This design comes from an exercise in tuning for small area on the open sky130 flow, not from production work.
RTL that was checked went through simulation tests only; none was proved equivalent to the original.
Function not checked in run 4: the RTL went through the layout flow alone.
Power and IR drop assume default switching activity. The clock port is modelled as an ideal driver; clocking choices that lean on that would not hold on a real chip.

==> design.v <==
`timescale 1ns / 1ps
module Comparator #(parameter WORD_WIDTH = 16)
						 (input [WORD_WIDTH-1: 0] mx, my, ka1, ka0,
						  input rd, nrd, q,
						  output d);
	localparam NP = 2 * WORD_WIDTH;
	localparam N3 = NP / 3;
	localparam NR = NP - 3 * N3;
	localparam NH = N3 + (NR > 0);
	localparam NA = (NH + 3) / 4;
	wire [NP-1: 0] f = {my, mx};
	wire [NP-1: 0] k = {ka0, ka1};
	wire [4*NA-1: 0] hit;
	wire [NA-1: 0] any;
	genvar g;
	generate
		for (g = 0; g < N3; g = g + 1) begin : grp
			NoHit #(.N(3)) nh (.f(f[3*g +: 3]), .k(k[3*g +: 3]), .y(hit[g]));
		end
		if (NR > 0) begin : rest
			NoHit #(.N(NR)) nh (.f(f[NP-1: 3*N3]), .k(k[NP-1: 3*N3]), .y(hit[N3]));
		end
		if (4*NA > NH) begin : pad
			assign hit[4*NA-1: NH] = {(4*NA-NH){1'b1}};
		end
		for (g = 0; g < NA; g = g + 1) begin : tree
			if (g < NA - 1 || NH % 4 == 0) begin : full
				AnyHit #(.N(4)) ah (.nohit(hit[4*g +: 4]), .any(any[g]));
			end else begin : part
				AnyHit #(.N(NH % 4)) ah (.nohit(hit[4*g +: (NH % 4)]), .any(any[g]));
			end
		end
	endgenerate
	ResultHold #(.N(NA)) hold (.any(any), .rd(rd), .nrd(nrd), .q(q), .d(d));
endmodule
module NoHit #(parameter N = 3) (input [N-1: 0] f, k, output y);
	assign y = ~|(f & k);
endmodule
module AnyHit #(parameter N = 4) (input [N-1: 0] nohit, output any);
	assign any = ~&nohit;
endmodule
module ResultHold #(parameter N = 3) (input [N-1: 0] any, input rd, nrd, q, output d);
	assign d = (rd & ~|any) | (nrd & q);
endmodule
`timescale 1ns / 1ps
module TCAM #(parameter WORD_WIDTH = 16, parameter MEMORY_SIZE = 32)
				 (input [WORD_WIDTH-1: 0] A, K,
				  input [$clog2(MEMORY_SIZE)-1: 0] write_addr,
				  input read, write, reset, clk,
				  output [MEMORY_SIZE-1: 0] matched);
	wire wr = write & ~read;
	wire [3: 0] pa;
	wire [MEMORY_SIZE/4-1: 0] pb;
	genvar j;
	generate
		for (j = 0; j < 4; j = j + 1) begin : pdec_a
			assign pa[j] = wr & (write_addr[1: 0] == j);
		end
		for (j = 0; j < MEMORY_SIZE/4; j = j + 1) begin : pdec_b
			assign pb[j] = (write_addr[$clog2(MEMORY_SIZE)-1: 2] == j);
		end
	endgenerate
	wire [WORD_WIDTH-1: 0] dx = K & ~A;
	wire [WORD_WIDTH-1: 0] dy = K & A;
	wire [WORD_WIDTH-1: 0] ka1 = K & A;
	wire [WORD_WIDTH-1: 0] ka0 = K & ~A;
	wire rd = reset & read;
	wire [MEMORY_SIZE-1: 0] match_d;
	reg [MEMORY_SIZE-1: 0] match_q;
	assign matched = match_q;
	genvar i, b;
	generate
		for (i = 0; i < MEMORY_SIZE; i = i + 1) begin : entry
			reg [WORD_WIDTH-1: 0] mx, my;
			wire [WORD_WIDTH-1: 0] mx_d, my_d;
			wire ldx, kpx, ldy, kpy;
			RowCtl row (.pa(pa[i % 4]), .pb(pb[i / 4]), .reset(reset), .nrst(~reset),
			            .ldx(ldx), .kpx(kpx), .ldy(ldy), .kpy(kpy));
			for (b = 0; b < WORD_WIDTH; b = b + 1) begin : col
				FlagHold hold (.ldx(ldx), .kpx(kpx), .ldy(ldy), .kpy(kpy),
				               .dx(dx[b]), .dy(dy[b]), .qx(mx[b]), .qy(my[b]),
				               .nx(mx_d[b]), .ny(my_d[b]));
			end
			always @(posedge clk) begin
				mx <= mx_d;
				my <= my_d;
			end
			Comparator #(.WORD_WIDTH(WORD_WIDTH)) comparator (.mx(mx), .my(my), .ka1(ka1), .ka0(ka0),
			                                                  .rd(rd), .nrd(~rd), .q(matched[i]), .d(match_d[i]));
		end
	endgenerate
	always @(posedge clk)
		match_q <= match_d;
endmodule
module RowCtl (input pa, pb, reset, nrst, output ldx, kpx, ldy, kpy);
	wire sel = pa & pb;
	assign ldx = sel | nrst;
	assign kpx = ~(sel & reset);
	assign ldy = sel & reset;
	assign kpy = ~(sel | nrst);
endmodule
module FlagHold (input ldx, kpx, ldy, kpy, dx, dy, qx, qy,
                 output nx, ny);
	assign nx = (ldx | qx) & (kpx | dx);
	assign ny = (ldy & dy) | (kpy & qy);
endmodule
==> flow/run.sh <==
#!/bin/bash
# The standard ORFS layout with a few changes:
#  - after the standard synthesis, combinational cells are reset to drive
#    strength 1 (flow/downsize.py); the placer's repair sizes up what needs it
#  - port buffers are buf_1 cells
#  - CTS clusters sinks into larger groups and inserts no dummy loads
# Each step's output goes to a log of its own here; ORFS keeps its own logs
# under orfs/logs.
set -euo pipefail
R=orfs/results/$FLOW_PLATFORM/TCAM/base
LIB=$FLOW_HOME/platforms/$FLOW_PLATFORM/lib/sky130_fd_sc_hd__tt_025C_1v80.lib

bash standard.sh synth > synth.log 2>&1
python3 flow/downsize.py "$LIB" "$R/1_2_yosys.v" > downsize.log 2>&1
rm -f "$R/1_synth.odb" "$R/1_synth.sdc"
bash standard.sh \
  BUFFER_PORTS_ARGS="-buffer_cell sky130_fd_sc_hd__buf_1" \
  CTS_ARGS="-sink_clustering_enable -repair_clock_nets -sink_clustering_size 30 -sink_clustering_max_diameter 80 -dont_use_dummy_load" \
  finish > standard.log 2>&1
==> flow/downsize.py <==
#!/usr/bin/env python3
"""Replace each combinational cell of a mapped netlist by the drive-strength-1
variant of the same cell, where the library has one. Flip-flops are left
alone. The placer's repair steps size cells up again where slew, load or
timing need it.

usage: downsize.py LIBERTY NETLIST  (the netlist is rewritten in place)
"""
import re
import sys

lib, path = sys.argv[1], sys.argv[2]
cells = set(re.findall(r'cell\s*\(\s*"?(\w+)"?\s*\)', open(lib).read()))
keep = re.compile(r'sky130_fd_sc_hd__(s?e?df|dl|clk|conb|tap|fill|decap|diode)')
count = {}


def sub(m):
    name, base = m.group(0), m.group(1)
    if keep.match(name):
        return name
    small = base + '_1'
    if small == name or small not in cells:
        return name
    count[name] = count.get(name, 0) + 1
    return small


text = open(path).read()
text = re.sub(r'\b(sky130_fd_sc_hd__\w+?)_\d+\b(?=\s)', sub, text)
open(path, 'w').write(text)
for k in sorted(count):
    print(f'{k}: {count[k]} replaced')
==> standard.sh <==
#!/bin/bash
# synth_recipe.tcl (not shown) runs the flow's synth.tcl, then flattens the netlist and writes it again
# the make line also repeats each setting of config.mk as NAME=value (left out here)
make -C /OpenROAD-flow-scripts/flow DESIGN_CONFIG=/design/flow/config.mk WORK_HOME=/design/flow/orfs CLKGATE_MAP_FILE= SYNTH_SCRIPT=/design/flow/synth_recipe.tcl "${@:-finish}"
==> config.mk <==
export PLATFORM = sky130hd
export DESIGN_NAME = TCAM
export DESIGN_NICKNAME = TCAM
export VERILOG_FILES = /design/flow/design.v
export SDC_FILE = /design/flow/constraint.sdc
export NUM_CORES = 4
export LEC_CHECK = 0
export CAP_MARGIN = 10
export CORE_MARGIN = 2
export CORE_UTILIZATION = 60
export PLACE_DENSITY = 0.85
export SLEW_MARGIN = 10
export SYNTH_HIERARCHICAL = 1
export SYNTH_MINIMUM_KEEP_SIZE = 0
==> constraint.sdc <==
create_clock -name core_clock -period 5.0 [get_ports {clk}]
set_input_delay 1.0000 -clock core_clock [delete_from_list [all_inputs] [get_ports {clk}]]
set_output_delay 1.0000 -clock core_clock [all_outputs]
set_load 0.01 [all_outputs]
==> results.yml, run 1 <==
clocking:
  clk_latency_ps: 620
  cts.path.max_buffers: 3
  cts_made_buffers: 41
  cts.hold.buffers_added: 0
  cts_resized: 0
  cts_tree: "built"
  post_cts_buffers: 0
  clkTransAtPathRegs_ps: 110
  cts-root-buf: "clkbuf_16"
  cts_htree_levels: 2
  cts.sinks: 1056
die:
  coreArea_mm2: 0.0589
  chipWidth_um: 248
  die_y_um: 248
  initial_core_util: 0.606
  die-area_mm2: 0.0615
  io_pins: 73
  rows: 89
setup_path:
  crit_fanout: 32
  critPathRequiredTime_ps: 5510
  cp_data_arrival_time_ps: 3430
  critPathLaunchType: "input port"
  r2r_start: "entry[5].mx[0]"
  end_kind: "flop"
  crit_start: "read"
  path_class: "in -> reg"
detailed_routing:
  via_count: 30581
  drc: 0
  drtIter0Drc: 5793
  via_per_inst: 8.16
  wirelength_mm: 119
  ant_nets: 0
  wl_per_cell_um: 31.7
  drt_first_pass_iters: 14
timing:
  period_share: 0.583
  max_freq_mhz: 343
  whs_ps: 470
  timing.setup.tns_ps: 0
  period_minus_slack_ps: 2920
  tightest_slew_ps: 1250
  timing_hold_violations_final: 0
  relSlewSlack: 0.164
  maxSlewViolCount: 0
  setup_viol: 0
  rsz0062_at_grt: "no"
  skew_ps: 20.8
placed_design:
  finalWeightedCongestion: 0.803
  portBuffers: 72
  placed_cell_area_mm2: 0.0378
  hpwl_mm: 60.6
grt:
  grt_util_all_layers: 0.373
  grt_pass1_wl_mm: 177
  grt_max_degree: 65
  gr-total-overflow: 0
  antenna_found_initial: 1
  grt_pass1_vias: 29676
final_layout:
  layout.nets: 3017
  diodes: 0
  seqCellArea_mm2: 0.0211
  drive_gt1_frac: 0.0494
  final_area_mm2: 0.0388
  areaGrowthSynthToFinish_pct: 8.69
  fillCellCount: 4243
  multi_input_area_mm2: 0.0146
status:
  run_status: "finished clean"
job:
  maxCapViolCount: 0
power_and_ir_drop:
  ir_drop_mv: 0.359
  p_leak_uw: 0.0137
  powerDensity_mw_per_mm2: 348
logic_synthesis:
  ys_warn_count: 7
  syn_inst: 2799
  syn_avg_cell_area_um2: 12.8
  syn-cell-area_mm2: 0.0357
  synth_nets: 2840
hold_path:
  hp-start: "match_q[29]"
  hold_class: "reg -> reg"
-- sequential cells by signal, indices dropped and copies added (netlist names) --
| signal | count |
|---|---|
| entry.mx | 512 |
| entry.my | 512 |
| match_q | 32 |
-- layout by cell type (no fill, tap or decap), drive strengths merged --
cell,n
dfxtp,1056
o22a,512
a22o,512
a222oi,320
buf,133
nand4,64
nand3,64
clkbuf,42
and3,33
nand2,33
inv,32
o41ai,32
a22oi,32
a21o,32
a21oi,32
and2,17
nor2b,16
and3b,3
nor3b,3
and4bb,2
nor4b,1
and4b,1
nor3,1
clkinv,1
-- metal layers --
metal / routed length (um) / global-route usage
met1: 43400 / 0.503
met2: 52200 / 0.574
met3: 17200 / 0.0742
met4: 6190 / 0.182
met5: 0 / 0
-- through the flow --
step	cells	worst slack, ps	util	total power (uW)
6_report	3747	2080	0.659	13500
3_3_place_gp	3706	1580	0.641	9610
5_1_grt	3747	2110	0.659	13800
4_1_cts	3747	1950	0.659	13400
2_1_floorplan	2799	311	-	9140
3_5_place_dp	3706	1280	0.641	9630
-- cell type report --
type | instances | area share
clock buffer | 41 | 0.0264
timing repair buffer | 134 | 0.0235
sequential | 1056 | 0.545
tap | 773 | 0.0249
multi-input combinational | 1710 | 0.377
inverter | 33 | 0.00322
-- final timing paths --
| path | depth (start not counted) | endpoint | slack [ps] |
|---|---|---|---|
| setup / recovery | 4 | entry[2].mx[7] | 2080 |
| hold reg to reg | 2 | match_q[29] | 470 |
| setup reg to reg | 3 | match_q[5] | 3550 |
| hold / removal | 2 | match_q[29] | 470 |
-- critical path, cell delays in order --
cell and delay (ps):
buf_1 200, and4bb_2 1040, nand3_1 780, o22a_1 370
-- power breakdown --
| group | leakage (uW) | switching, uW | internal (uW) | total, uW |
|---|---|---|---|---|
| Combinational | 0.00463 | 804 | 236 | 1040 |
| Sequential | 0.00853 | 23.6 | 8450 | 8470 |
| Clock | 0.000505 | 2500 | 1490 | 3990 |
| Total | 0.0137 | 3320 | 10200 | 13500 |
==> run 2, diff against run 1 <==
--- a/design.v
+++ b/design.v
@@ -31,7 +31,9 @@
 			end
 		end
 	endgenerate
-	ResultHold #(.N(NA)) hold (.any(any), .rd(rd), .nrd(nrd), .q(q), .d(d));
+	wire match;
+	NoneHit #(.N(NA)) none (.any(any), .match(match));
+	ResultHold hold (.match(match), .rd(rd), .nrd(nrd), .q(q), .d(d));
 endmodule
 module NoHit #(parameter N = 3) (input [N-1: 0] f, k, output y);
 	assign y = ~|(f & k);
@@ -39,8 +41,11 @@
 module AnyHit #(parameter N = 4) (input [N-1: 0] nohit, output any);
 	assign any = ~&nohit;
 endmodule
-module ResultHold #(parameter N = 3) (input [N-1: 0] any, input rd, nrd, q, output d);
-	assign d = (rd & ~|any) | (nrd & q);
+module NoneHit #(parameter N = 3) (input [N-1: 0] any, output match);
+	assign match = ~|any;
+endmodule
+module ResultHold (input match, rd, nrd, q, output d);
+	assign d = (rd & match) | (nrd & q);
 endmodule
 `timescale 1ns / 1ps
 module TCAM #(parameter WORD_WIDTH = 16, parameter MEMORY_SIZE = 32)
--- a/flow/run.sh
+++ b/flow/run.sh
@@ -15,5 +15,5 @@
 rm -f "$R/1_synth.odb" "$R/1_synth.sdc"
 bash standard.sh \
   BUFFER_PORTS_ARGS="-buffer_cell sky130_fd_sc_hd__buf_1" \
-  CTS_ARGS="-sink_clustering_enable -repair_clock_nets -sink_clustering_size 30 -sink_clustering_max_diameter 80 -dont_use_dummy_load" \
+  CTS_ARGS="-sink_clustering_enable -repair_clock_nets -sink_clustering_size 32 -sink_clustering_max_diameter 100 -dont_use_dummy_load" \
   finish > standard.log 2>&1
==> run 2 against run 1 <==
Against the previous run: still clean on timing, DRC and antenna; core utilization fell by 0.16 points; combinational power is essentially flat; wire length fell by 1.2%; sequential share of layout area increased by 0.14 points; critical endpoint is now entry[17].mx[3]; largest cell class unchanged; highest routed layer unchanged.
==> results.yml, run 2 <==
status:
  run_status: "finished clean"
logic_synthesis:
  syn_inst: 2767
  yosys.area.top_type: "dfxtp_1"
  yosys_area_mm2: 0.0360
  synth_enable_flop_cells: 0
  synth-seq-area-share: 0.588
  yosysMostFrequentCell: "dfxtp_1"
  ys_warn_count: 7
  ys.flop_type: "dfxtp_1"
  synth_nets: 2808
  synth_cell_types: 22
  synth_seq_cells: 1056
  syn_avg_cell_area_um2: 12.9
  async_flop_share: 0
  synth_common_cells: "dfxtp_1 (1,056), a22o_1 (544), o22a_1 (512)"
  synth_top_area_frac: 0.588
  syn-cell-area_mm2: 0.0356
  synth_area_leaders: "dfxtp_1 (59%), a22o_1 (13%), o22a_1 (12%)"
die:
  die-area_mm2: 0.0614
  die_y_um: 248
  io_pins: 73
  coreArea_mm2: 0.0589
  rows: 89
  chipWidth_um: 248
  initial_core_util: 0.605
setup_path:
  cpPeakStageDelay_ps: 1020
  critPathLaunchType: "input port"
  reg2reg_slack_ps: 3290
  cp_data_arrival_time_ps: 3630
  crit_buf_inv: 1
  reg2reg_depth: 4
  cp_slowest_cell: "nor3b_2"
  end_kind: "flop"
  critical-path-top-delay-family: "simple AND/OR/NAND/NOR gates"
  critPathRequiredTime_ps: 5500
  crit_fanout: 16
  path_class: "in -> reg"
  cp.depth: 4
  crit_chain: "buf_1 -> nor3b_2 -> nand3_1 -> o22a_1"
detailed_routing:
  ant_nets: 0
  via_per_inst: 8.14
  drtIter0Drc: 6062
  wl_met3_mm: 17.5
  wl_per_cell_um: 31.6
  via_count: 30263
  wirelength_mm: 117
  met1_length_mm: 43.3
  met2_length_mm: 50.7
  highest_layer: "met4"
  drc: 0
  drt_first_pass_iters: 10
final_layout:
  final_common_cell: "dfxtp_1"
  areaGrowthSynthToFinish_pct: 8.66
  multi_input_area_mm2: 0.0147
  seqCellArea_mm2: 0.0211
  mostFrequentLayoutCells: "dfxtp_1 (1,056), a22o_1 (544), o22a_1 (512), a222oi_1 (320), buf_1 (71)"
  fillCellCount: 4239
  final_area_mm2: 0.0387
  drive_gt1_frac: 0.0509
  layout.nets: 2989
  diodes: 0
  top_regs: "entry.mx (512), entry.my (512), match_q (32)"
grt:
  gr-total-overflow: 0
  grt_pass1_wl_mm: 176
  grt_pass1_vias: 29556
  grt_util_all_layers: 0.371
  antenna_found_initial: 0
  grt_max_degree: 65
placed_design:
  finalWeightedCongestion: 0.821
  dpl_worst_slack_ps: 1440
  hpwl_mm: 59.9
  portBuffers: 72
  placed_cell_area_mm2: 0.0378
timing:
  timing_hold_violations_final: 0
  setup_viol: 0
  tightest_slew_ps: 1300
  maxSlewViolCount: 0
  rsz0062_at_grt: "no"
  timing.setup.tns_ps: 0
  max_freq_mhz: 319
  period_share: 0.626
  setup_slack_ps: 1870
  skew_ps: 27.4
  period_minus_slack_ps: 3130
  relSlewSlack: 0.131
power_and_ir_drop:
  seq_power_share: 0.634
  combPwrFrac: 0.078
  p_clk_frac: 0.288
  powerDensity_mw_per_mm2: 345
  power.switching_uw: 3280
  p_int_uw: 10100
  p_leak_uw: 0.0136
  sw_frac_of_total: 0.245
  ir_drop_mv: 0.222
clocking:
  cts.sinks: 1056
  clkTransAtPathRegs_ps: 120
  cts_tree: "built"
  post_cts_buffers: 0
  cts_made_buffers: 38
  cts.path.max_buffers: 3
  clk_latency_ps: 630
  cts-root-buf: "clkbuf_16"
  cts_htree_levels: 2
  cts_resized: 0
  cts.hold.buffers_added: 0
job:
  maxCapViolCount: 0
hold_path:
  hold_depth: 1
  hold_class: "reg -> reg"
-- run 2: modules after synthesis, one instance, submodules excluded, excerpt --
module | flip-flops and latches | cells | area (um2) | copies in the design
TCAM | 1056 | 1103 | 21500 | 1
RowCtl | 0 | 4 | 23.8 | 32
FlagHold | 0 | 2 | 17.5 | 512
ResultHold | 0 | 1 | 8.76 | 32
-- run 2: logic make-up after synthesis --
logic type	Yosys count	share of synthesized area
flip-flops	1056	0.588
AO/OA/AOI/OAI	1472	0.369
buffers and inverters	1	0.000104
AND/OR/NAND/NOR	238	0.0436
-- run 2: final timing paths --
check | start | end
max | write_addr[4] | entry[17].mx[3]
max reg2reg | entry[14].mx[15] | match_q[14]
min reg2reg | match_q[29] | match_q[29]
min | match_q[29] | match_q[29]
-- run 2: area by class of cell --
cell class                 instances  share of cell area
multi-input combinational       1710               0.379
tap                              773              0.0250
clock buffer                      38              0.0246
sequential                      1056               0.546
inverter                           1            0.000129
timing repair buffer             141              0.0252
-- run 2: worst reg2reg max path: cells and delay by family (launching register included) --
family / cells / cell delay [ps]
AOI/OAI and AO/OA: 2 / 620
DFF: 1 / 340
and+or+nand+nor: 2 / 680
-- run 2: stage by stage --
step	total power (uW)	hold WS [ps]	instances	util
after global placement	9610	451	3680	0.641
after global routing	13600	494	3719	0.657
after CTS	13300	484	3718	0.657
after floorplan	9140	439	2767	-
final	13400	478	3719	0.657
after detailed placement	9630	453	3680	0.641
-- run 2: per-layer routing --
layer	vias to the layer above	track usage
met3	480	0.0792
li1	12567	-
met5	-	0
met2	2447	0.563
met1	14769	0.508
met4	0	0.175
-- run 2: power by group through the flow --
stage / Sequential, uW / Clock, uW / Combinational, uW
floorplan: 8660 / 0 / 485
global placement: 8660 / 0 / 950
detailed placement: 8660 / 0 / 975
CTS: 8470 / 3830 / 977
global route: 8480 / 4100 / 1040
finish: 8470 / 3840 / 1040
==> run 3, diff against run 2 <==
--- a/flow/run.sh
+++ b/flow/run.sh
@@ -4,6 +4,8 @@
 #    strength 1 (flow/downsize.py); the placer's repair sizes up what needs it
 #  - port buffers are buf_1 cells
 #  - CTS clusters sinks into larger groups and inserts no dummy loads
+#  - after global routing, cells on paths with slack are downsized, and
+#    the slew and load limits repaired again (flow/post_grt.tcl)
 # Each step's output goes to a log of its own here; ORFS keeps its own logs
 # under orfs/logs.
 set -euo pipefail
@@ -15,5 +17,7 @@
 rm -f "$R/1_synth.odb" "$R/1_synth.sdc"
 bash standard.sh \
   BUFFER_PORTS_ARGS="-buffer_cell sky130_fd_sc_hd__buf_1" \
-  CTS_ARGS="-sink_clustering_enable -repair_clock_nets -sink_clustering_size 32 -sink_clustering_max_diameter 100 -dont_use_dummy_load" \
+  RECOVER_POWER=100 \
+  POST_GLOBAL_ROUTE_TCL="$PWD/flow/post_grt.tcl" \
+  CTS_ARGS="-sink_clustering_enable -repair_clock_nets -sink_clustering_size 30 -sink_clustering_max_diameter 80 -dont_use_dummy_load" \
   finish > standard.log 2>&1
==> flow/post_grt.tcl (new file) <==
# After the power-recovery downsizing at the end of global routing, repair
# any slew or load limit that the downsizing broke, then legalize and reroute
# the touched nets.
log_cmd global_route -start_incremental
repair_design_helper
log_cmd detailed_placement
log_cmd global_route -end_incremental
log_cmd estimate_parasitics -global_routing
==> run 3 against run 2 <==
Against the previous run: hold slack worse by 3.7 ps; count of clock-buffer cells in the layout up 3; largest cell class unchanged; critical endpoint unchanged; cell count up 0.16%; cell area up 0.31%; clock skew up 8.9 ps; still clean; global-route usage up 0.073 points; synthesized cell count unchanged; first-iteration DRC count down 4.1%; fmax up 1.6%; critical path depth unchanged; highest routed layer is now met5; via count down 0.17%.
==> results.yml, run 3 <==
status:
  run_status: "finished clean"
detailed_routing:
  via_count: 30211
  drtIter0Drc: 5811
  drc: 0
  wirelength_mm: 118
  ant_nets: 0
  via_per_inst: 8.11
  drt_first_pass_iters: 12
  wl_per_cell_um: 31.6
clocking:
  cts.sinks: 1056
  clk_latency_ps: 630
  cts.path.max_buffers: 3
  cts.hold.buffers_added: 0
  cts-root-buf: "clkbuf_16"
  cts_made_buffers: 41
  cts_htree_levels: 2
  cts_tree: "built"
  post_cts_buffers: 0
  cts_resized: 0
  clkTransAtPathRegs_ps: 110
die:
  initial_core_util: 0.605
  rows: 89
  die-area_mm2: 0.0614
  io_pins: 73
  chipWidth_um: 248
  coreArea_mm2: 0.0589
  die_y_um: 248
grt:
  grt_pass1_vias: 29672
  grt_util_all_layers: 0.372
  grtUsageMet2: 0.562
  grt_max_degree: 65
  antenna_found_initial: 2
  use_met1: 0.506
  gr-total-overflow: 0
  grt.busiest_layer: "met2"
  use_met3: 0.0804
  grt_pass1_wl_mm: 177
logic_synthesis:
  synth_cell_types: 22
  synth_area_leaders: "dfxtp_1 (59%), a22o_1 (13%), o22a_1 (12%)"
  yosysMostFrequentCell: "dfxtp_1"
  syn_inst: 2767
  synth-seq-area-share: 0.588
  yosys_area_mm2: 0.0360
  syn_avg_cell_area_um2: 12.9
  synth_seq_cells: 1056
  yosys.area.top_type: "dfxtp_1"
  synth_top_area_frac: 0.588
  ys.flop_type: "dfxtp_1"
  syn-cell-area_mm2: 0.0356
  async_flop_share: 0
  synth_enable_flop_cells: 0
  synth_common_cells: "dfxtp_1 (1,056), a22o_1 (544), o22a_1 (512)"
  synth_nets: 2808
  ys_warn_count: 7
power_and_ir_drop:
  power.switching_uw: 3300
  power.total_uw: 13500
  ir_drop_mv: 0.259
  p_clk_frac: 0.294
  p_leak_uw: 0.0137
  powerDensity_mw_per_mm2: 347
  seq_power_share: 0.628
  p_int_uw: 10200
  sw_frac_of_total: 0.245
  combPwrFrac: 0.077
timing:
  maxSlewViolCount: 0
  timing_hold_violations_final: 0
  period_minus_slack_ps: 3080
  relSlewSlack: 0.142
  tightest_slew_ps: 1280
  setup_viol: 0
  period_share: 0.616
  timing.setup.tns_ps: 0
  skew_ps: 36.3
  max_freq_mhz: 324
setup_path:
  r2r_start: "entry[3].mx[12]"
  critPathCapture: "entry[17].mx[3]"
  path_class: "in -> reg"
  reg2reg_slack_ps: 3280
  end_kind: "flop"
  critPathLaunchType: "input port"
  crit_start: "write_addr[4]"
  cp_data_arrival_time_ps: 3570
  critPathRequiredTime_ps: 5490
  crit_fanout: 16
  reg2reg_depth: 4
  worst_r2r_endpoint: "match_q[3]"
final_layout:
  layout.nets: 2994
  drive_gt1_frac: 0.0522
  final_common_cell: "dfxtp_1"
  top_regs: "entry.mx (512), entry.my (512), match_q (32)"
  fillCellCount: 4253
  mostFrequentLayoutCells: "dfxtp_1 (1,056), a22o_1 (544), o22a_1 (512), a222oi_1 (320), buf_1 (71)"
  areaGrowthSynthToFinish_pct: 9.00
  utilization: 0.659
hold_path:
  hold_class: "reg -> reg"
  hp-start: "match_q[29]"
placed_design:
  hpwl_mm: 59.9
  finalWeightedCongestion: 0.821
  portBuffers: 72
job:
  maxCapViolCount: 0
run 3: per-stage QoR:
step | hold slack, ps | std cells | setup slack (ps) | area [um2]
floorplan | 439 | 2767 | 311 | 35600
global placement | 451 | 3680 | 1520 | 37800
detailed placement | 453 | 3680 | 1440 | 37800
CTS | 481 | 3721 | 2040 | 38800
finish | 474 | 3725 | 1920 | 38800
run 3: cell families (layout without fill, tap and decap cells):
kind of cell / after synthesis / count (layout) / synth area share
other cells: 0 / 1 / 0
buf+inv: 1 / 185 / 0.000104
simple gates: 238 / 238 / 0.0436
compound gates: 1472 / 1472 / 0.369
flops: 1056 / 1056 / 0.588
run 3: worst min path at each step:
| stage | end | slack (ps) | depth (start not counted) |
|---|---|---|---|
| finish | match_q[29] | 470 | 1 |
| detailed placement | entry[21].my[8] | 450 | 1 |
| floorplan | entry[0].my[11] | 440 | 1 |
| CTS | match_q[29] | 480 | 1 |
| global placement | match_q[3] | 450 | 1 |
run 3: area by class of cell:
class | instances | area [um2] | share of cell area
multi-input cells | 1710 | 14700 | 0.378
well taps | 773 | 967 | 0.0249
flip-flops and latches | 1056 | 21100 | 0.544
repair buffers | 143 | 1020 | 0.0263
diodes | 1 | 2.50 | 0.0000644
inverters | 1 | 5.00 | 0.000129
clock buffers | 41 | 1030 | 0.0264
run 3: modules after synthesis (local to each module, per instance), a selection:
module	copies in the design	cells inside	cell area (um2)
FlagHold	512	2	17.5
ResultHold	32	1	8.76
RowCtl	32	4	23.8
TCAM	1	1103	21500
run 3: worst max-delay path, stage by stage:
cell,delay [ps]
buf_1,380
nor3b_2,990
nand3_1,780
o22a_1,400
run 3: layer usage:
metal	part of all wire	wire length (um)	vias up
met3	0.14	17000	500
met2	0.43	50900	2424
met5	0.00024	28	-
li1	-	-	12566
met4	0.054	6290	4
met1	0.37	43400	14717
run 3: power by group through the flow:
stage | clock network, uW | logic (uW) | registers [uW]
floorplan | 0 | 485 | 8660
global placement | 0 | 950 | 8660
detailed placement | 0 | 975 | 8660
CTS | 3960 | 978 | 8470
finish | 3960 | 1040 | 8470
==> run 4, diff against run 3 <==
==> design.v (replaced) <==
`timescale 1ns / 1ps
module Comparator #(parameter WORD_WIDTH = 16)
						 (input [WORD_WIDTH-1: 0] mx, my, ka1, ka0,
						  input valid, match_rst, rd, nrd, q,
						  output d);
	localparam NP = 2 * WORD_WIDTH;
	localparam N3 = NP / 3;
	localparam NR = NP - 3 * N3;
	localparam NH = N3 + (NR > 0);
	localparam NA = (NH + 3) / 4;
	wire [NP-1: 0] f = {my, mx};
	wire [NP-1: 0] k = {ka0, ka1};
	wire [4*NA-1: 0] hit;
	wire [NA-1: 0] any;
	genvar g;
	generate
		for (g = 0; g < N3; g = g + 1) begin : grp
			NoHit #(.N(3)) nh (.f(f[3*g +: 3]), .k(k[3*g +: 3]), .y(hit[g]));
		end
		if (NR > 0) begin : rest
			NoHit #(.N(NR)) nh (.f(f[NP-1: 3*N3]), .k(k[NP-1: 3*N3]), .y(hit[N3]));
		end
		if (4*NA > NH) begin : pad
			assign hit[4*NA-1: NH] = {(4*NA-NH){1'b1}};
		end
		for (g = 0; g < NA; g = g + 1) begin : tree
			if (g < NA - 1 || NH % 4 == 0) begin : full
				AnyHit #(.N(4)) ah (.nohit(hit[4*g +: 4]), .any(any[g]));
			end else begin : part
				AnyHit #(.N(NH % 4)) ah (.nohit(hit[4*g +: (NH % 4)]), .any(any[g]));
			end
		end
	endgenerate
	wire match = valid ? ~|any : match_rst;
	ResultHold hold (.match(match), .rd(rd), .nrd(nrd), .q(q), .d(d));
endmodule
module NoHit #(parameter N = 3) (input [N-1: 0] f, k, output y);
	assign y = ~|(f & k);
endmodule
module AnyHit #(parameter N = 4) (input [N-1: 0] nohit, output any);
	assign any = ~&nohit;
endmodule
module ResultHold (input match, rd, nrd, q, output d);
	assign d = (rd & match) | (nrd & q);
endmodule
`timescale 1ns / 1ps
module TCAM #(parameter WORD_WIDTH = 16, parameter MEMORY_SIZE = 32)
				 (input [WORD_WIDTH-1: 0] A, K,
				  input [$clog2(MEMORY_SIZE)-1: 0] write_addr,
				  input read, write, reset, clk,
				  output [MEMORY_SIZE-1: 0] matched);
	wire wr = write & ~read;
	wire [WORD_WIDTH-1: 0] ka1 = K & A;
	wire [WORD_WIDTH-1: 0] ka0 = K & ~A;
	wire match_rst = ~|ka1;
	wire rd = reset & read;
	wire [MEMORY_SIZE-1: 0] match_d;
	reg [MEMORY_SIZE-1: 0] match_q;
	assign matched = match_q;
	genvar i, b;
	generate
		for (i = 0; i < MEMORY_SIZE; i = i + 1) begin : entry
			reg [WORD_WIDTH-1: 0] mx, my;
			reg valid;
			wire [WORD_WIDTH-1: 0] mx_d, my_d;
			wire ld = wr & (write_addr == i);
			for (b = 0; b < WORD_WIDTH; b = b + 1) begin : col
				FlagHold hold (.ld(ld), .kp(~ld), .dx(ka0[b]), .dy(ka1[b]),
				               .qx(mx[b]), .qy(my[b]), .nx(mx_d[b]), .ny(my_d[b]));
			end
			always @(posedge clk) begin
				mx <= mx_d;
				my <= my_d;
			end
			always @(posedge clk or negedge reset) begin
				if (!reset) valid <= 1'b0;
				else if (ld) valid <= 1'b1;
			end
			Comparator #(.WORD_WIDTH(WORD_WIDTH)) comparator (.mx(mx), .my(my), .ka1(ka1), .ka0(ka0),
			                                                  .valid(valid), .match_rst(match_rst),
			                                                  .rd(rd), .nrd(~rd), .q(matched[i]), .d(match_d[i]));
		end
	endgenerate
	always @(posedge clk)
		match_q <= match_d;
endmodule
module FlagHold (input ld, kp, dx, dy, qx, qy, output nx, ny);
	assign nx = (ld & dx) | (kp & qx);
	assign ny = (ld & dy) | (kp & qy);
endmodule
--- a/flow/run.sh
+++ b/flow/run.sh
@@ -4,8 +4,6 @@
 #    strength 1 (flow/downsize.py); the placer's repair sizes up what needs it
 #  - port buffers are buf_1 cells
 #  - CTS clusters sinks into larger groups and inserts no dummy loads
-#  - after global routing, cells on paths with slack are downsized, and
-#    the slew and load limits repaired again (flow/post_grt.tcl)
 # Each step's output goes to a log of its own here; ORFS keeps its own logs
 # under orfs/logs.
 set -euo pipefail
@@ -17,7 +15,5 @@
 rm -f "$R/1_synth.odb" "$R/1_synth.sdc"
 bash standard.sh \
   BUFFER_PORTS_ARGS="-buffer_cell sky130_fd_sc_hd__buf_1" \
-  RECOVER_POWER=100 \
-  POST_GLOBAL_ROUTE_TCL="$PWD/flow/post_grt.tcl" \
   CTS_ARGS="-sink_clustering_enable -repair_clock_nets -sink_clustering_size 30 -sink_clustering_max_diameter 80 -dont_use_dummy_load" \
   finish > standard.log 2>&1
==> config.mk (replaced) <==
export PLATFORM = sky130hd
export DESIGN_NAME = TCAM
export DESIGN_NICKNAME = TCAM
export VERILOG_FILES = /design/flow/design.v
export SDC_FILE = /design/flow/constraint.sdc
export NUM_CORES = 4
export LEC_CHECK = 0
export CAP_MARGIN = 0
export CORE_MARGIN = 2
export CORE_UTILIZATION = 65
export SLEW_MARGIN = 0
export SYNTH_HIERARCHICAL = 1
export SYNTH_MINIMUM_KEEP_SIZE = 0
removed: flow/post_grt.tcl
==> run 4 against run 3 <==
Against the previous run: still clean on timing, DRC and antenna; wire length hardly changed; sequential power increased by 17%; setup slack better by 190 ps; cell area rose by 2.9%; fmax is 6.5% higher; critical endpoint is now entry[13].my[12]; largest power group unchanged.
==> results.yml, run 4 <==
status:
  run_status: "finished clean"
logic_synthesis:
  synth_seq_cells: 1088
  synth_cell_types: 25
  yosys.area.top_type: "dfxtp_1"
  synth_enable_flop_cells: 0
  syn_avg_cell_area_um2: 13.0
  syn-cell-area_mm2: 0.0366
  synth_common_cells: "a22o_1 (1,056), dfxtp_1 (1,056), a222oi_1 (320)"
  synth_area_leaders: "dfxtp_1 (58%), a22o_1 (25%), a222oi_1 (8.7%)"
  synth-seq-area-share: 0.597
  synth_top_area_frac: 0.575
  ys_warn_count: 7
  ys.flop_type: "dfxtp_1"
  syn_inst: 2811
  yosys_area_mm2: 0.0367
  synth_nets: 2852
  async_flop_share: 0.0294
detailed_routing:
  ant_nets: 0
  via_count: 29918
  drc: 0
  drtIter0Drc: 5263
  wirelength_mm: 118
  drt_first_pass_iters: 10
  via_per_inst: 7.95
  wl_per_cell_um: 31.3
die:
  chipWidth_um: 241
  coreArea_mm2: 0.0553
  rows: 86
  io_pins: 73
  die_y_um: 241
  initial_core_util: 0.661
  die-area_mm2: 0.0582
final_layout:
  top_regs: "entry.mx (512), entry.my (512)"
  utilization: 0.722
  layout.nets: 3055
  final_cells: 3761
  drive_gt1_frac: 0.0608
  final_area_mm2: 0.0400
  mostFrequentLayoutCells: "a22o_1 (1,056), dfxtp_1 (1,056), a222oi_1 (320), buf_1 (71), buf_4 (71)"
  seqCellArea_mm2: 0.0219
  areaGrowthSynthToFinish_pct: 9.29
  fillCellCount: 3905
  multi_input_area_mm2: 0.0147
setup_path:
  crit_fanout: 34
  path_class: "in -> reg"
  cp_data_arrival_time_ps: 3410
  reg2reg_depth: 5
  reg2reg_slack_ps: 3380
  critPathRequiredTime_ps: 5510
  critPathLaunchType: "input port"
  end_kind: "flop"
grt:
  grt_max_degree: 65
  antenna_found_initial: 3
  grt_pass1_wl_mm: 176
  grt_util_all_layers: 0.393
  grt_pass1_vias: 28547
  gr-total-overflow: 0
placed_design:
  placed_cell_area_mm2: 0.0389
  portBuffers: 72
  finalWeightedCongestion: 0.811
  hpwl_mm: 59.9
  dp_cells: 3718
power_and_ir_drop:
  p_leak_uw: 0.0156
  ir_drop_mv: 0.418
  powerDensity_mw_per_mm2: 397
  power.total_uw: 15900
hold_path:
  hold_class: "reg -> reg"
  hold_depth: 1
timing:
  period_share: 0.579
  timing.setup.tns_ps: 0
  period_minus_slack_ps: 2890
  relSlewSlack: 0.135
  tightest_slew_ps: 1300
  max_freq_mhz: 345
  timing_hold_violations_final: 0
  setup_viol: 0
  maxSlewViolCount: 0
  rsz0062_at_grt: "no"
  skew_ps: 18.4
clocking:
  clkTransAtPathRegs_ps: 110
  clk_latency_ps: 630
  cts_tree: "built"
  cts-root-buf: "clkbuf_16"
  cts.sinks: 1088
  cts.hold.buffers_added: 0
  cts_htree_levels: 2
  post_cts_buffers: 0
  cts_resized: 0
  cts_made_buffers: 42
  cts.path.max_buffers: 3
job:
  maxCapViolCount: 0
[run 4: cell count changes in the layout (fill, tap and decap cells not counted), sizes merged, moves of 16 or more]
cell / previous run / this run
and3: 33 / 0
o22a: 512 / 0
inv: 0 / 33
a21oi: 32 / 0
mux2: 0 / 32
a22o: 544 / 1056
a21o: 32 / 0
buf: 141 / 160
nand3: 64 / 48
nand2b: 0 / 20
dfrtp: 0 / 32
or2: 0 / 17
[run 4: worst paths after layout]
kind                                  from               end
min in group asynchronous            reset   entry[23].valid
max                                  write  entry[13].my[12]
min reg2reg                    match_q[21]       match_q[21]
max in group asynchronous            reset    entry[7].valid
max reg2reg                entry[16].mx[3]       match_q[16]
min                            match_q[21]       match_q[21]
[run 4: routing by layer]
layer	part of all wire	vias up	routed length, um	global-route usage
met5	0.00021	-	25	0
met3	0.13	316	15700	0.0795
met4	0.038	4	4500	0.143
met2	0.44	2123	51600	0.595
met1	0.39	14868	45800	0.559
li1	-	12607	-	-
[run 4: cells by family (layout without fill, tap and decap cells)]
group / Yosys count / in the layout / synth area share
AO/OA/AOI/OAI: 1408 / 1408 / 0.350
buffers and inverters: 35 / 236 / 0.00364
flip-flops: 1088 / 1088 / 0.597
multiplexers: 32 / 32 / 0.00981
other: 0 / 1 / 0
AND/OR/NAND/NOR: 248 / 248 / 0.0394
[run 4: layout make-up]
class / count / share of cell area
inverter: 33 / 0.00310
clock buffer: 42 / 0.0263
timing repair buffer: 161 / 0.0292
sequential: 1088 / 0.549
antenna: 1 / 0.0000626
multi-input combinational: 1688 / 0.369
tap: 748 / 0.0234
[run 4: modules after synthesis, one instance, submodules excluded, a selection]
module,flops+latches,area [um2]
TCAM,1088,22800
FlagHold,0,17.5
ResultHold,0,8.76
[run 4: worst max-delay path, cell delays in order]
cell and delay, ps:
buf_1 230, nand3b_1 530, nor3_2 330, buf_4 380, inv_1 530, a22o_1 390
[run 4: power by group]
part / switching, uW / total, uW / internal [uW]
combinational: 993 / 1850 / 858
clock: 2550 / 4080 / 1520
sequential: 478 / 9940 / 9460
[run 4: stage by stage]
stage	setup WS (ps)	hold WS [ps]
3_5_place_dp	1560	452
5_1_grt	2050	494
4_1_cts	2230	484
2_1_floorplan	322	439
6_report	2110	482
3_3_place_gp	1670	451
==> run 5, diff against run 4 <==
--- a/design.v
+++ b/design.v
@@ -31,8 +31,8 @@
 			end
 		end
 	endgenerate
-	wire match = valid ? ~|any : match_rst;
-	ResultHold hold (.match(match), .rd(rd), .nrd(nrd), .q(q), .d(d));
+	ResultHold #(.N(NA)) hold (.any(any), .valid(valid), .match_rst(match_rst),
+	                           .rd(rd), .nrd(nrd), .q(q), .d(d));
 endmodule
 module NoHit #(parameter N = 3) (input [N-1: 0] f, k, output y);
 	assign y = ~|(f & k);
@@ -40,7 +40,9 @@
 module AnyHit #(parameter N = 4) (input [N-1: 0] nohit, output any);
 	assign any = ~&nohit;
 endmodule
-module ResultHold (input match, rd, nrd, q, output d);
+module ResultHold #(parameter N = 3) (input [N-1: 0] any, input valid, match_rst, rd, nrd, q,
+                                      output d);
+	wire match = valid ? ~|any : match_rst;
 	assign d = (rd & match) | (nrd & q);
 endmodule
 `timescale 1ns / 1ps
@@ -50,6 +52,17 @@
 				  input read, write, reset, clk,
 				  output [MEMORY_SIZE-1: 0] matched);
 	wire wr = write & ~read;
+	wire [3: 0] pa;
+	wire [MEMORY_SIZE/4-1: 0] pb;
+	genvar j;
+	generate
+		for (j = 0; j < 4; j = j + 1) begin : pdec_a
+			assign pa[j] = wr & (write_addr[1: 0] == j);
+		end
+		for (j = 0; j < MEMORY_SIZE/4; j = j + 1) begin : pdec_b
+			assign pb[j] = (write_addr[$clog2(MEMORY_SIZE)-1: 2] == j);
+		end
+	endgenerate
 	wire [WORD_WIDTH-1: 0] ka1 = K & A;
 	wire [WORD_WIDTH-1: 0] ka0 = K & ~A;
 	wire match_rst = ~|ka1;
@@ -63,9 +76,10 @@
 			reg [WORD_WIDTH-1: 0] mx, my;
 			reg valid;
 			wire [WORD_WIDTH-1: 0] mx_d, my_d;
-			wire ld = wr & (write_addr == i);
+			wire ld, kp;
+			RowCtl row (.pa(pa[i % 4]), .pb(pb[i / 4]), .ld(ld), .kp(kp));
 			for (b = 0; b < WORD_WIDTH; b = b + 1) begin : col
-				FlagHold hold (.ld(ld), .kp(~ld), .dx(ka0[b]), .dy(ka1[b]),
+				FlagHold hold (.ld(ld), .kp(kp), .dx(ka0[b]), .dy(ka1[b]),
 				               .qx(mx[b]), .qy(my[b]), .nx(mx_d[b]), .ny(my_d[b]));
 			end
 			always @(posedge clk) begin
@@ -84,6 +98,10 @@
 	always @(posedge clk)
 		match_q <= match_d;
 endmodule
+module RowCtl (input pa, pb, output ld, kp);
+	assign ld = pa & pb;
+	assign kp = ~(pa & pb);
+endmodule
 module FlagHold (input ld, kp, dx, dy, qx, qy, output nx, ny);
 	assign nx = (ld & dx) | (kp & qx);
 	assign ny = (ld & dy) | (kp & qy);
--- a/config.mk
+++ b/config.mk
@@ -7,7 +7,8 @@
 export LEC_CHECK = 0
 export CAP_MARGIN = 0
 export CORE_MARGIN = 2
-export CORE_UTILIZATION = 65
+export CORE_UTILIZATION = 60
+export PLACE_DENSITY = 0.85
 export SLEW_MARGIN = 0
 export SYNTH_HIERARCHICAL = 1
 export SYNTH_MINIMUM_KEEP_SIZE = 0
==> run 5 against run 4 <==
Against the previous run: global-route usage shrank 3.5 points; hold slack lost 8.5 ps; total power shrank 0.17%; sequential power is essentially flat; die area grew 8.4%; synthesized cell count grew 2.0%; first-iteration DRC count grew 13%; fmax shrank 11%; synthesized area grew 0.16%; sequential share of layout area grew 0.40 points; largest power group unchanged.
==> results.yml, run 5 <==
timing:
  tightest_slew_ps: 1260
  skew_ps: 31.4
  relSlewSlack: 0.158
  setup_viol: 0
  timing.setup.tns_ps: 0
  rsz0062_at_grt: "no"
  period_share: 0.647
  period_minus_slack_ps: 3240
  maxSlewViolCount: 0
  max_freq_mhz: 309
  timing_hold_violations_final: 0
clocking:
  cts_htree_levels: 2
  clk_latency_ps: 640
  cts.path.max_buffers: 3
  cts.sinks: 1088
  cts_tree: "built"
  cts.hold.buffers_added: 0
  post_cts_buffers: 0
  cts_made_buffers: 43
  cts_resized: 0
  cts-root-buf: "clkbuf_16"
  clkTransAtPathRegs_ps: 100
logic_synthesis:
  synth_top_area_frac: 0.575
  synth_area_leaders: "dfxtp_1 (57%), a22o_1 (24%), a222oi_1 (8.7%)"
  synth_common_cells: "dfxtp_1 (1,056), a22o_1 (1,024), a222oi_1 (320)"
  synth_enable_flop_cells: 0
  async_flop_share: 0.0294
  syn_inst: 2868
  synth-seq-area-share: 0.596
  synth_seq_cells: 1088
  ys_warn_count: 7
  yosysMostFrequentCell: "dfxtp_1"
  syn_avg_cell_area_um2: 12.8
  yosys.area.top_type: "dfxtp_1"
  synth_cell_types: 26
  ys.flop_type: "dfxtp_1"
  syn-cell-area_mm2: 0.0366
  yosys_area_mm2: 0.0368
  synth_nets: 2909
job:
  maxCapViolCount: 0
detailed_routing:
  drtIter0Drc: 5921
  via_count: 30386
  wl_per_cell_um: 30.7
  wirelength_mm: 117
  via_per_inst: 7.95
  drt_first_pass_iters: 8
  ant_nets: 0
  drc: 0
setup_path:
  critPathRequiredTime_ps: 5520
  cp_data_arrival_time_ps: 3750
  end_kind: "flop"
  path_class: "in -> reg"
  crit_chain: "buf_1 -> nor3b_1 -> nand2_1 -> a22o_1"
  crit_fanout: 32
  critPathLaunchType: "input port"
  cpPeakStageDelay_ps: 1040
  cp_slowest_cell: "nor3b_1"
die:
  io_pins: 73
  initial_core_util: 0.607
  die_y_um: 251
  coreArea_mm2: 0.0604
  chipWidth_um: 251
  rows: 90
  die-area_mm2: 0.0630
power_and_ir_drop:
  power.switching_uw: 4030
  p_leak_uw: 0.0153
  powerDensity_mw_per_mm2: 399
  p_clk_frac: 0.258
  ir_drop_mv: 0.293
  sw_frac_of_total: 0.255
  combPwrFrac: 0.113
  p_int_uw: 11800
  seq_power_share: 0.628
grt:
  grt_pass1_wl_mm: 177
  antenna_found_initial: 1
  gr-total-overflow: 0
  grt_max_degree: 65
  grt_util_all_layers: 0.358
  grt_pass1_vias: 29125
final_layout:
  drive_gt1_frac: 0.0451
  fillCellCount: 4372
  final_common_cell: "dfxtp_1"
  top_regs: "entry.mx (512), entry.my (512)"
  layout.nets: 3080
  multi_input_area_mm2: 0.0148
  mostFrequentLayoutCells: "dfxtp_1 (1,056), a22o_1 (1,024), a222oi_1 (320), buf_1 (71)"
  seqCellArea_mm2: 0.0219
  areaGrowthSynthToFinish_pct: 8.32
  final_area_mm2: 0.0397
status:
  run_status: "finished clean"
hold_path:
  hold_class: "reg -> reg"
placed_design:
  placed_cell_area_mm2: 0.0386
  hpwl_mm: 57.9
  portBuffers: 72
  finalWeightedCongestion: 0.806
run 5: cell count changes after synthesis, moves of 32 or more:
cell     before   now
a22o_1     1056  1024
a32oi_1       0    32
mux2_2       32     0
nor3_1       48     1
o21ai_1       0    32
run 5: layer usage:
layer  GRT usage  wire length, um
met4       0.169             5980
met5           0                0
met2       0.542            51300
met1       0.490            44100
met3      0.0777            15800
run 5: power groups by stage:
stage | sequential [uW] | combinational, uW | clock (uW)
floorplan | 10000 | 1110 | 0
global placement | 10100 | 1670 | 0
detailed placement | 10100 | 1730 | 0
CTS | 9920 | 1750 | 4110
global route | 10000 | 1890 | 4410
finish | 9950 | 1800 | 4090
run 5: per-stage QoR:
stage | hold WS (ps) | util | power [uW] | instances | setup slack, ps
2_1_floorplan | 439 | - | 11100 | 2868 | 875
3_3_place_gp | 451 | 0.639 | 11700 | 3776 | 1450
3_5_place_dp | 453 | 0.639 | 11800 | 3776 | 1270
4_1_cts | 478 | 0.657 | 15800 | 3819 | 1890
5_1_grt | 489 | 0.657 | 16300 | 3819 | 1570
6_report | 473 | 0.657 | 15800 | 3820 | 1760
run 5: cell families (layout without fill, tap and decap cells):
logic type	Yosys count	after routing	share of synthesized area
AO/OA/AOI/OAI	1440	1440	0.354
flip-flops	1088	1088	0.596
AND/OR/NAND/NOR	307	307	0.0465
buffers and inverters	33	202	0.00337
other	0	1	0
run 5: worst paths after layout:
check / start / end / slack [ps] / depth (start not counted)
hold / removal: entry[10].my[15] / entry[10].my[15] / 470 / 1
max in group asynchronous: reset / entry[10].valid / 3690 / 2
min in group asynchronous: reset / entry[1].valid / 720 / 2
setup reg to reg: entry[4].my[2] / match_q[4] / 3500 / 5
hold reg to reg: entry[10].my[15] / entry[10].my[15] / 470 / 1
setup / recovery: write_addr[4] / entry[19].my[5] / 1760 / 4
run 5: worst max-delay path, delay by kind of cell:
kind | cells | cell delay (ps)
and+or+nand+nor | 2 | 2030
buffers and inverters | 1 | 250
AOI/OAI and AO/OA | 1 | 470
run 5: cell type report:
type | count | area share
Tap cell | 782 | 0.0247
Sequential cell | 1088 | 0.553
Inverter | 33 | 0.00312
Clock buffer | 43 | 0.0271
Antenna cell | 1 | 0.0000631
Timing Repair Buffer | 126 | 0.0199
Multi-Input combinational cell | 1747 | 0.372
run 5: per-module statistics from Yosys (local to each module, per instance), a selection:
module	cells inside	cell area [um2]	flops+latches
TCAM	1172	22500	1088
RowCtl	2	10.0	0
FlagHold	2	17.5	0
==> run 6, diff against run 5 <==
--- a/config.mk
+++ b/config.mk
@@ -5,10 +5,10 @@
 export SDC_FILE = /design/flow/constraint.sdc
 export NUM_CORES = 4
 export LEC_CHECK = 0
-export CAP_MARGIN = 0
+export CAP_MARGIN = 10
 export CORE_MARGIN = 2
 export CORE_UTILIZATION = 60
 export PLACE_DENSITY = 0.85
-export SLEW_MARGIN = 0
+export SLEW_MARGIN = 10
 export SYNTH_HIERARCHICAL = 1
 export SYNTH_MINIMUM_KEEP_SIZE = 0
==> run 6 against run 5 <==
Against the previous run: critical path depth unchanged; synthesized cell count unchanged; flip-flop and latch count unchanged; non-clock buffer count did not move; die area stayed put; cell count about the same.
==> results.yml, run 6 <==
status:
  run_status: "finished clean"
setup_path:
  worst_r2r_endpoint: "match_q[4]"
  reg2reg_depth: 5
  end_kind: "flop"
  reg2reg_slack_ps: 3520
  crit_fanout: 32
  path_class: "in -> reg"
  r2r_start: "entry[4].my[2]"
  critPathCapture: "entry[11].my[13]"
  cp_data_arrival_time_ps: 3720
  critPathLaunchType: "input port"
  crit_start: "read"
  critPathRequiredTime_ps: 5520
logic_synthesis:
  synth_nets: 2909
  async_flop_share: 0.0294
  synth_top_area_frac: 0.575
  synth_area_leaders: "dfxtp_1 (57%), a22o_1 (24%), a222oi_1 (8.7%)"
  yosysMostFrequentCell: "dfxtp_1"
  syn-cell-area_mm2: 0.0366
  synth_common_cells: "dfxtp_1 (1,056), a22o_1 (1,024), a222oi_1 (320)"
  synth-seq-area-share: 0.596
  synth_seq_cells: 1088
  yosys.area.top_type: "dfxtp_1"
  syn_inst: 2868
  synth_cell_types: 26
  ys.flop_type: "dfxtp_1"
  synth_enable_flop_cells: 0
  yosys_area_mm2: 0.0368
  ys_warn_count: 7
  syn_avg_cell_area_um2: 12.8
final_layout:
  mostFrequentLayoutCells: "dfxtp_1 (1,056), a22o_1 (1,024), a222oi_1 (320), buf_1 (71)"
  areaGrowthSynthToFinish_pct: 8.34
  fillCellCount: 4372
  multi_input_area_mm2: 0.0148
  layout.nets: 3080
  final_cells: 3821
  final_common_cell: "dfxtp_1"
  utilization: 0.657
  top_regs: "entry.mx (512), entry.my (512)"
  drive_gt1_frac: 0.0454
  seqCellArea_mm2: 0.0219
clocking:
  cts_made_buffers: 43
  cts_resized: 0
  cts_htree_levels: 2
  cts.path.max_buffers: 3
  post_cts_buffers: 0
  cts.sinks: 1088
  cts.hold.buffers_added: 0
  cts-root-buf: "clkbuf_16"
  clk_latency_ps: 640
  cts_tree: "built"
  clkTransAtPathRegs_ps: 100
grt:
  antenna_found_initial: 1
  grt_util_all_layers: 0.358
  grt_pass1_wl_mm: 177
  grt_max_degree: 65
  grt_pass1_vias: 29125
  gr-total-overflow: 0
hold_path:
  hold_class: "reg -> reg"
  hold_depth: 1
timing:
  whs_ps: 479
  timing.setup.tns_ps: 0
  skew_ps: 30.6
  relSlewSlack: 0.166
  max_freq_mhz: 313
  setup_viol: 0
  tightest_slew_ps: 1250
  timing_hold_violations_final: 0
  period_minus_slack_ps: 3200
  period_share: 0.640
  maxSlewViolCount: 0
  rsz0062_at_grt: "no"
detailed_routing:
  drt_first_pass_iters: 10
  via_count: 30321
  wirelength_mm: 117
  ant_nets: 0
  wl_per_cell_um: 30.7
  via_per_inst: 7.94
  drtIter0Drc: 6073
  drc: 0
power_and_ir_drop:
  ir_drop_mv: 0.293
  powerDensity_mw_per_mm2: 400
  p_leak_uw: 0.0153
die:
  die_y_um: 251
  rows: 90
  chipWidth_um: 251
  die-area_mm2: 0.0630
  coreArea_mm2: 0.0604
  io_pins: 73
  initial_core_util: 0.607
job:
  maxCapViolCount: 0
placed_design:
  hpwl_mm: 57.9
  dp_cells: 3776
  finalWeightedCongestion: 0.806
  portBuffers: 72
==> run 6: cell counts after synthesis <==
No cell type changed its count.
==> run 6: worst max-delay path, cell delays in order <==
cell,delay [ps]
buf_1,170
and4b_1,1090
nand2_1,960
a22o_1,480
==> run 6: worst min-delay path by stage <==
stage,from,endpoint,slack [ps]
after global placement,entry[4].my[2],entry[4].my[2],450
after CTS,entry[10].my[15],entry[10].my[15],480
final,entry[6].my[3],entry[6].my[3],480
after floorplan,entry[0].my[11],entry[0].my[11],440
after detailed placement,entry[2].my[13],entry[2].my[13],450
after global routing,entry[4].my[4],entry[4].my[4],490
==> run 6: power by group <==
| group | total (uW) | internal (uW) | leakage (uW) | switching (uW) |
|---|---|---|---|---|
| logic | 1800 | 787 | 0.00572 | 1010 |
| clock network | 4110 | 1560 | 0.000530 | 2550 |
| registers | 9950 | 9460 | 0.00902 | 484 |
| total | 15900 | 11800 | 0.0153 | 4050 |
==> run 6: through the flow <==
| stage | power (uW) | setup slack [ps] | area (um2) |
|---|---|---|---|
| 2_1_floorplan | 11100 | 875 | 36600 |
| 3_3_place_gp | 11700 | 1450 | 38600 |
| 3_5_place_dp | 11800 | 1270 | 38600 |
| 4_1_cts | 15800 | 1890 | 39700 |
| 5_1_grt | 16300 | 1760 | 39700 |
| 6_report | 15900 | 1800 | 39700 |
==> run 6: final cells by class <==
class,instances,area share
sequential,1088,0.553
multi-input combinational,1747,0.372
clock buffer,43,0.0271
tap,782,0.0247
timing repair buffer,126,0.0199
inverter,33,0.00312
antenna,2,0.000126
==> run 6: kinds of logic (layout without fill, tap and decap cells) <==
| group | count (synthesis) | after routing | synth area share |
|---|---|---|---|
| flip-flops | 1088 | 1088 | 0.596 |
| AND/OR/NAND/NOR | 307 | 307 | 0.0465 |
| AO/OA/AOI/OAI | 1440 | 1440 | 0.354 |
| other | 0 | 2 | 0 |
| buffers and inverters | 33 | 202 | 0.00337 |
==> run 6: modules after synthesis (local to each module, per instance), excerpt <==
module,cells inside,area [um2],copies in the design
FlagHold,2,17.5,512
RowCtl,2,10.0,32
TCAM,1172,22500,1
==> run 6: per-layer routing <==
metal | vias up | global-route usage | routed length, um
met5 | - | 0 | 0
met4 | 0 | 0.169 | 5580
met3 | 439 | 0.0777 | 16100
met2 | 2286 | 0.542 | 51500
met1 | 14855 | 0.490 | 44200
li1 | 12741 | - | -

-- port drivers added, routing unchanged --
Ports are ideal in the flow. The routed layouts listed here were re-timed in OpenROAD.
Step 1, drivers: a clkbuf_16 drives clk and a buf_2 each remaining input, both assumed.
Step 2 adds t to the input delays and takes it off the output delays; t is the mean of the earliest and latest rising clock arrival at the registers after step 1. Input paths then give back, and output paths get back, about the clock's delay inside the block.
Three values: ideal, step 1, step 2; two values: the first two.
run	t (ns)	setup WS [ns]	hold slack, ns	latest minus earliest clock arrival (ns)
run 1	0.675	2.083 / 2.114 / 1.438	0.470 / 0.470 / 0.470	0.035 / 0.035
run 2	0.674	1.870 / 1.893 / 1.219	0.478 / 0.478 / 0.478	0.035 / 0.035
run 3	0.669	1.918 / 1.949 / 1.279	0.474 / 0.474 / 0.474	0.063 / 0.063
run 4	0.680	2.105 / 2.149 / 1.469	0.482 / 0.482 / 0.482	0.030 / 0.030
run 5	0.686	1.763 / 1.775 / 1.089	0.473 / 0.473 / 0.473	0.037 / 0.036
run 6	0.683	1.800 / 1.836 / 1.153	0.479 / 0.479 / 0.479	0.036 / 0.036
After both steps every run listed still meets setup and hold. For run 5, which loses most, drivers alone change the setup slack by +0.012 ns; drivers and shift together by -0.674 ns.
